This design comes from an exercise in tuning for small area and a short achievable clock period on the open sky130 flow, not from production work. Function was checked by simulation only, so behaviour that the tests miss may differ from the original. Power figures rest on the tool's default switching activity, not on a simulated workload. The flow treats the clock pin as an ideal source, which a real chip does not have.

== amber ==
Design bcd_adder100_reg, start of the top module:
module bcd_adder100_reg (
    input          clk,
    input  [399:0] a,
    input  [399:0] b,
    input          cin,
    output reg [399:0] sum,
    output reg         cout
);
clock: 200.0 ns
lec_check: 0
abc_area: 1
cap_margin: 20
core_area: 5 5 407 407
cts_buf_list: sky130_fd_sc_hd__clkbuf_16
die_area: 0 0 412 412
slew_margin: 20
standard.sh (not shown) runs the stock make flow with config.mk's settings and CLKGATE_MAP_FILE= SYNTH_SCRIPT=/design/flow/synth_recipe.tcl, a recipe that flattens the netlist after the stock synthesis.
==> flow/flow/run.sh <==
#!/bin/bash
# Standard synthesis (for the register names), then the adder logic between
# the registers is replaced by the hand-mapped netlist from flow/gen.py (22
# slow digits, as SLOW_DIGITS in the RTL), and the standard layout runs on it
# with each digit's pins placed together around the die edge, smaller port
# buffers and a leaner clock tree.
set -euo pipefail
R=orfs/results/sky130hd/bcd_adder100_reg/base
bash standard.sh synth > synth.log 2>&1
cp $R/1_2_yosys.v std_1_2_yosys.v
python3 flow/gen.py $R/1_2_yosys.v 22 > gen.log 2>&1
rm -f $R/1_synth.odb $R/1_synth.sdc
# each digit's pins together, in digit order around the die edge
python3 flow/mkpins.py 412 $(pwd)/pins.tcl > pins.log 2>&1
bash standard.sh \
  "IO_CONSTRAINTS=$(pwd)/pins.tcl" \
  "BUFFER_PORTS_ARGS=-buffer_cell sky130_fd_sc_hd__buf_1" \
  "CTS_ARGS=-sink_clustering_enable -repair_clock_nets -buf_list sky130_fd_sc_hd__clkbuf_16 -dont_use_dummy_load -sink_clustering_size 32 -sink_clustering_max_diameter 140" \
  finish > finish.log 2>&1
==> flow/flow/mkpins.py <==
#!/usr/bin/env python3
"""Write place_pin commands that put each digit's pins together, in digit
order, around the die edge (bottom left->right, right bottom->top, top
right->left, left top->bottom).  Usage: mkpins.py DIE_SIZE OUT.tcl"""
import sys
D = float(sys.argv[1])
out = sys.argv[2]
M = 8.0            # keep clear of the corners
pins = ['cin']
for i in range(100):
    for j in range(4):
        pins += ['a[%d]' % (4 * i + j), 'b[%d]' % (4 * i + j), 'sum[%d]' % (4 * i + j)]
pins += ['cout']
# the clock in the middle of the bottom edge
pins.insert(len(pins) // 8, 'clk')
n = len(pins)
# pins per edge: the met3 (left/right) edges at two tracks (1.36 um) apart
nside = int((D - 2 * M) / 1.36) - 4
nbt = (n - 2 * nside + 1) // 2
counts = [nbt, nside, n - 2 * nside - nbt, nside]
lines = []
k = 0
for edge, cnt in enumerate(counts):
    L = D - 2 * M
    for j in range(cnt):
        t = (j + 0.5) * L / cnt
        p = pins[k]
        k += 1
        if edge == 0:
            x, y, layer = M + t, 0, 'met2'
        elif edge == 1:
            x, y, layer = D, M + t, 'met3'
        elif edge == 2:
            x, y, layer = D - M - t, D, 'met2'
        else:
            x, y, layer = 0, D - M - t, 'met3'
        if layer == 'met2':
            x = round((x - 0.23) / 0.46) * 0.46 + 0.23
        else:
            y = round((y - 0.34) / 0.68) * 0.68 + 0.34
        lines.append('place_pin -pin_name {%s} -layer %s -location {%.3f %.3f} -force_to_die_boundary' % (p, layer, x, y))
assert k == n
open(out, 'w').write('\n'.join(lines) + '\n')
Other scripts of this flow, unchanged in this note and not shown: flow/flow/gen.py
Modified inputs, indigo compared to amber
--- a/flow/flow/run.sh
+++ b/flow/flow/run.sh
@@ -16,4 +16,4 @@
   "IO_CONSTRAINTS=$(pwd)/pins.tcl" \
   "BUFFER_PORTS_ARGS=-buffer_cell sky130_fd_sc_hd__buf_1" \
-  "CTS_ARGS=-sink_clustering_enable -repair_clock_nets -buf_list sky130_fd_sc_hd__clkbuf_16 -dont_use_dummy_load -sink_clustering_size 32 -sink_clustering_max_diameter 140" \
+  "CTS_ARGS=-sink_clustering_enable -repair_clock_nets -buf_list sky130_fd_sc_hd__clkbuf_16 -dont_use_dummy_load -sink_clustering_size 30 -sink_clustering_max_diameter 100" \
   finish > finish.log 2>&1
--- a/flow/flow/mkpins.py
+++ b/flow/flow/mkpins.py
@@ -9,6 +9,7 @@
 pins = ['cin']
 for i in range(100):
-    for j in range(4):
-        pins += ['a[%d]' % (4 * i + j), 'b[%d]' % (4 * i + j), 'sum[%d]' % (4 * i + j)]
+    pins += ['a[%d]' % (4 * i + j) for j in range(4)]
+    pins += ['b[%d]' % (4 * i + j) for j in range(4)]
+    pins += ['sum[%d]' % (4 * i + j) for j in range(4)]
 pins += ['cout']
 # the clock in the middle of the bottom edge
[summary]
[compare] base=amber new=indigo: highest net fanout along the worst path stayed essentially flat; total number of vias has increased; cell-internal power went up; headroom to the max-slew limit moved up.
Diff amber..indigo | cell count | negligible
Initial antenna violation count: indigo lower than amber
amber and indigo ended up with nearly the same portion of the clock cycle consumed by the worst path in the final layout.


The RTL this note starts from:
==> flow/design.v <==
module bcd_adder100_reg (
    input          clk,
    input  [399:0] a,
    input  [399:0] b,
    input          cin,
    output reg [399:0] sum,
    output reg         cout
);
    reg  [399:0] a_r, b_r;
    reg          cin_r;
    wire [399:0] sum_w;
    wire         cout_w;
    top_module adder (
        .a(a_r),
        .b(b_r),
        .cin(cin_r),
        .cout(cout_w),
        .sum(sum_w)
    );
    always @(posedge clk) begin
        a_r   <= a;
        b_r   <= b;
        cin_r <= cin;
        sum   <= sum_w;
        cout  <= cout_w;
    end
endmodule

module top_module(
    input [399:0] a, b,
    input cin,
    output cout,
    output [399:0] sum );
    wire [100:0] c;
    assign c[0] = cin;
    genvar i;
    generate
        for (i = 0; i < 100; i = i + 1) begin : dig
            bcd_digit #(.SLOW(i % 10 == 4)) d (
                .x(a[4*i+3:4*i]),
                .y(b[4*i+3:4*i]),
                .ci(c[i]),
                .co(c[i+1]),
                .s(sum[4*i+3:4*i])
            );
        end
    endgenerate
    assign cout = c[100];
endmodule
module bcd_digit #(parameter SLOW = 0) (
    input [3:0] x, y,
    input ci,
    output co,
    output [3:0] s );
    wire k0 = (x[0] & y[0]) | (ci & (x[0] ^ y[0]));
    wire n0 = x[1] ^ y[1];
    wire h1 = x[1] & y[1];
    wire n1 = x[2] ^ y[2] ^ h1;
    wire h2 = (x[2] & y[2]) | (h1 & (x[2] ^ y[2]));
    wire n2 = x[3] ^ y[3] ^ h2;
    wire n3 = (x[3] & y[3]) | (h2 & (x[3] ^ y[3]));
    generate
        if (SLOW) begin : slow
            assign co = n3 | (n2 & (n1 | n0 | k0));
        end else begin : fast
            wire u  = (x[0] & y[0]) | n1 | n0;
            wire G  = n3 | (n2 & u);
            wire P  = n2 & (x[0] | y[0]);
            assign co = G | (P & ci);
        end
    endgenerate
    wire q1 = (n0 & k0) | (co & (n0 ^ k0));
    wire q2 = (n1 & co) | (q1 & (n1 ^ co));
    assign s[0] = x[0] ^ y[0] ^ ci;
    assign s[1] = n0 ^ k0 ^ co;
    assign s[2] = n1 ^ co ^ q1;
    assign s[3] = n2 ^ q2;
endmodule
clock: 200.0 ns
lec_check: 0
abc_area: 1
cap_margin: 20
core_area: 5 5 407 407
cts_buf_list: sky130_fd_sc_hd__clkbuf_16
die_area: 0 0 412 412
slew_margin: 20
==> flow/flow/run.sh <==
#!/bin/bash
# Standard synthesis (for the register names), then the adder logic between
# the registers is replaced by the hand-mapped netlist from flow/gen.py, and
# the standard layout runs on it with smaller port buffers and a leaner
# clock tree.
set -euo pipefail
R=orfs/results/sky130hd/bcd_adder100_reg/base
bash standard.sh synth > synth.log 2>&1
cp $R/1_2_yosys.v std_1_2_yosys.v
python3 flow/gen.py $R/1_2_yosys.v 24 > gen.log 2>&1
rm -f $R/1_synth.odb $R/1_synth.sdc
bash standard.sh \
  "BUFFER_PORTS_ARGS=-buffer_cell sky130_fd_sc_hd__buf_1" \
  "CTS_ARGS=-sink_clustering_enable -repair_clock_nets -buf_list sky130_fd_sc_hd__clkbuf_16 -dont_use_dummy_load -sink_clustering_size 30 -sink_clustering_max_diameter 100" \
  finish > finish.log 2>&1
Other scripts of this flow, unchanged in this note and not shown: flow/flow/gen.py
Then changed:
--- a/flow/flow/run.sh
+++ b/flow/flow/run.sh
@@ -9,5 +9,8 @@
 cp $R/1_2_yosys.v std_1_2_yosys.v
-python3 flow/gen.py $R/1_2_yosys.v 24 > gen.log 2>&1
+python3 flow/gen.py $R/1_2_yosys.v 26 > gen.log 2>&1
 rm -f $R/1_synth.odb $R/1_synth.sdc
+# each digit's pins together, in digit order around the die edge
+python3 flow/mkpins.py 412 $(pwd)/pins.tcl > pins.log 2>&1
 bash standard.sh \
+  "IO_CONSTRAINTS=$(pwd)/pins.tcl" \
   "BUFFER_PORTS_ARGS=-buffer_cell sky130_fd_sc_hd__buf_1" \
==> flow/flow/mkpins.py (new file) <==
#!/usr/bin/env python3
"""Write place_pin commands that put each digit's pins together, in digit
order, around the die edge (bottom left->right, right bottom->top, top
right->left, left top->bottom).  Usage: mkpins.py DIE_SIZE OUT.tcl"""
import sys
D = float(sys.argv[1])
out = sys.argv[2]
M = 8.0            # keep clear of the corners
pins = ['cin']
for i in range(100):
    pins += ['a[%d]' % (4 * i + j) for j in range(4)]
    pins += ['b[%d]' % (4 * i + j) for j in range(4)]
    pins += ['sum[%d]' % (4 * i + j) for j in range(4)]
pins += ['cout']
# the clock in the middle of the bottom edge
pins.insert(len(pins) // 8, 'clk')
n = len(pins)
# pins per edge: the met3 (left/right) edges at two tracks (1.36 um) apart
nside = int((D - 2 * M) / 1.36) - 4
nbt = (n - 2 * nside + 1) // 2
counts = [nbt, nside, n - 2 * nside - nbt, nside]
lines = []
k = 0
for edge, cnt in enumerate(counts):
    L = D - 2 * M
    for j in range(cnt):
        t = (j + 0.5) * L / cnt
        p = pins[k]
        k += 1
        if edge == 0:
            x, y, layer = M + t, 0, 'met2'
        elif edge == 1:
            x, y, layer = D, M + t, 'met3'
        elif edge == 2:
            x, y, layer = D - M - t, D, 'met2'
        else:
            x, y, layer = 0, D - M - t, 'met3'
        if layer == 'met2':
            x = round((x - 0.23) / 0.46) * 0.46 + 0.23
        else:
            y = round((y - 0.34) / 0.68) * 0.68 + 0.34
        lines.append('place_pin -pin_name {%s} -layer %s -location {%.3f %.3f} -force_to_die_boundary' % (p, layer, x, y))
assert k == n
open(out, 'w').write('\n'.join(lines) + '\n')
=> Non-clock buffer count shrinks by 2. Core utilization shrinks by 0.13 points. Setup slack improved by 2.5 ns. Die area stays the same. Sequential cell count does not change.
Then changed:
--- a/flow/flow/run.sh
+++ b/flow/flow/run.sh
@@ -9,8 +9,5 @@
 cp $R/1_2_yosys.v std_1_2_yosys.v
-python3 flow/gen.py $R/1_2_yosys.v 26 > gen.log 2>&1
+python3 flow/gen.py $R/1_2_yosys.v 18 > gen.log 2>&1
 rm -f $R/1_synth.odb $R/1_synth.sdc
-# each digit's pins together, in digit order around the die edge
-python3 flow/mkpins.py 412 $(pwd)/pins.tcl > pins.log 2>&1
 bash standard.sh \
-  "IO_CONSTRAINTS=$(pwd)/pins.tcl" \
   "BUFFER_PORTS_ARGS=-buffer_cell sky130_fd_sc_hd__buf_1" \
removed: flow/flow/mkpins.py
After rerunning:
- The changed run produced a clean layout
- critical path depth does not change
- wire length grows by 59%
- via count increases by 7.6%
- area after synthesis barely changes
- global-route usage went up by 5.9 points
- fmax barely changes
- utilization grows by 0.22 points
- cell count rose by 0.98%
- non-clock buffer count grows by 6
- setup slack is worse by 0.098 ns
Then changed:
--- a/flow/flow/run.sh
+++ b/flow/flow/run.sh
@@ -9,5 +9,8 @@
 cp $R/1_2_yosys.v std_1_2_yosys.v
-python3 flow/gen.py $R/1_2_yosys.v 18 > gen.log 2>&1
+python3 flow/gen.py $R/1_2_yosys.v 24 > gen.log 2>&1
 rm -f $R/1_synth.odb $R/1_synth.sdc
+# each digit's pins together, in digit order around the die edge
+python3 flow/mkpins.py 412 $(pwd)/pins.tcl > pins.log 2>&1
 bash standard.sh \
+  "IO_CONSTRAINTS=$(pwd)/pins.tcl" \
   "BUFFER_PORTS_ARGS=-buffer_cell sky130_fd_sc_hd__buf_1" \
==> flow/flow/mkpins.py (new file) <==
#!/usr/bin/env python3
"""Write place_pin commands that put each digit's pins together, in digit
order, around the die edge (bottom left->right, right bottom->top, top
right->left, left top->bottom).  Usage: mkpins.py DIE_SIZE OUT.tcl"""
import sys
D = float(sys.argv[1])
out = sys.argv[2]
M = 8.0            # keep clear of the corners
pins = ['cin']
for i in range(100):
    pins += ['a[%d]' % (4 * i + j) for j in range(4)]
    pins += ['b[%d]' % (4 * i + j) for j in range(4)]
    pins += ['sum[%d]' % (4 * i + j) for j in range(4)]
pins += ['cout']
# the clock in the middle of the bottom edge
pins.insert(len(pins) // 8, 'clk')
n = len(pins)
# pins per edge: the met3 (left/right) edges at two tracks (1.36 um) apart
nside = int((D - 2 * M) / 1.36) - 4
nbt = (n - 2 * nside + 1) // 2
counts = [nbt, nside, n - 2 * nside - nbt, nside]
lines = []
k = 0
for edge, cnt in enumerate(counts):
    L = D - 2 * M
    for j in range(cnt):
        t = (j + 0.5) * L / cnt
        p = pins[k]
        k += 1
        if edge == 0:
            x, y, layer = M + t, 0, 'met2'
        elif edge == 1:
            x, y, layer = D, M + t, 'met3'
        elif edge == 2:
            x, y, layer = D - M - t, D, 'met2'
        else:
            x, y, layer = 0, D - M - t, 'met3'
        if layer == 'met2':
            x = round((x - 0.23) / 0.46) * 0.46 + 0.23
        else:
            y = round((y - 0.34) / 0.68) * 0.68 + 0.34
        lines.append('place_pin -pin_name {%s} -layer %s -location {%.3f %.3f} -force_to_die_boundary' % (p, layer, x, y))
assert k == n
open(out, 'w').write('\n'.join(lines) + '\n')
The new run passed the timing, DRC and antenna checks; total power decreases by 7.3%; register-to-register slack improved by 0.97 ns; worst setup slack improved by 0.11 ns; clock power decreases by about 8%; synthesized area is about the same; wire length decreases by 37%; final cell count decreases by 0.90%; fmax is about the same; first-iteration DRC count decreases by 47%; final area decreases by 0.68%; global-route usage decreases by 5.9 points.

## re-timing with driven ports
The results above use ideal ports. As a check the final layouts listed here were re-extracted and re-timed, cells and wires unchanged.
Step 1 assumes that a clkbuf_16 drives the clock port and a buf_2 every other input.
Step 2 also shifts input and output timing later by t, the mid clock arrival at the registers, as if the neighbouring blocks saw the same clock.
Three values: ideal, step 1, step 2; two values: the first two.
| run | shift t [ns] | slack for setup (ns) | hold slack, ns |
|---|---|---|---|
| amber | 0.664 | 158.794 / 158.741 / 159.405 | 0.516 / 0.516 / 0.516 |
| indigo | 0.672 | 158.795 / 158.740 / 159.413 | 0.518 / 0.518 / 0.518 |
| the first run of note 2 | 0.696 | 156.339 / 156.339 / 156.339 | 0.505 / 0.505 / 0.505 |
| the second run of note 2 | 0.661 | 158.793 / 158.740 / 159.401 | 0.522 / 0.522 / 0.522 |
| the third run of note 2 | 0.701 | 158.695 / 158.620 / 158.814 | 0.494 / 0.494 / 0.494 |
| the fourth run of note 2 | 0.674 | 158.808 / 158.758 / 159.432 | 0.530 / 0.530 / 0.530 |
After both steps every run listed still meets setup and hold.
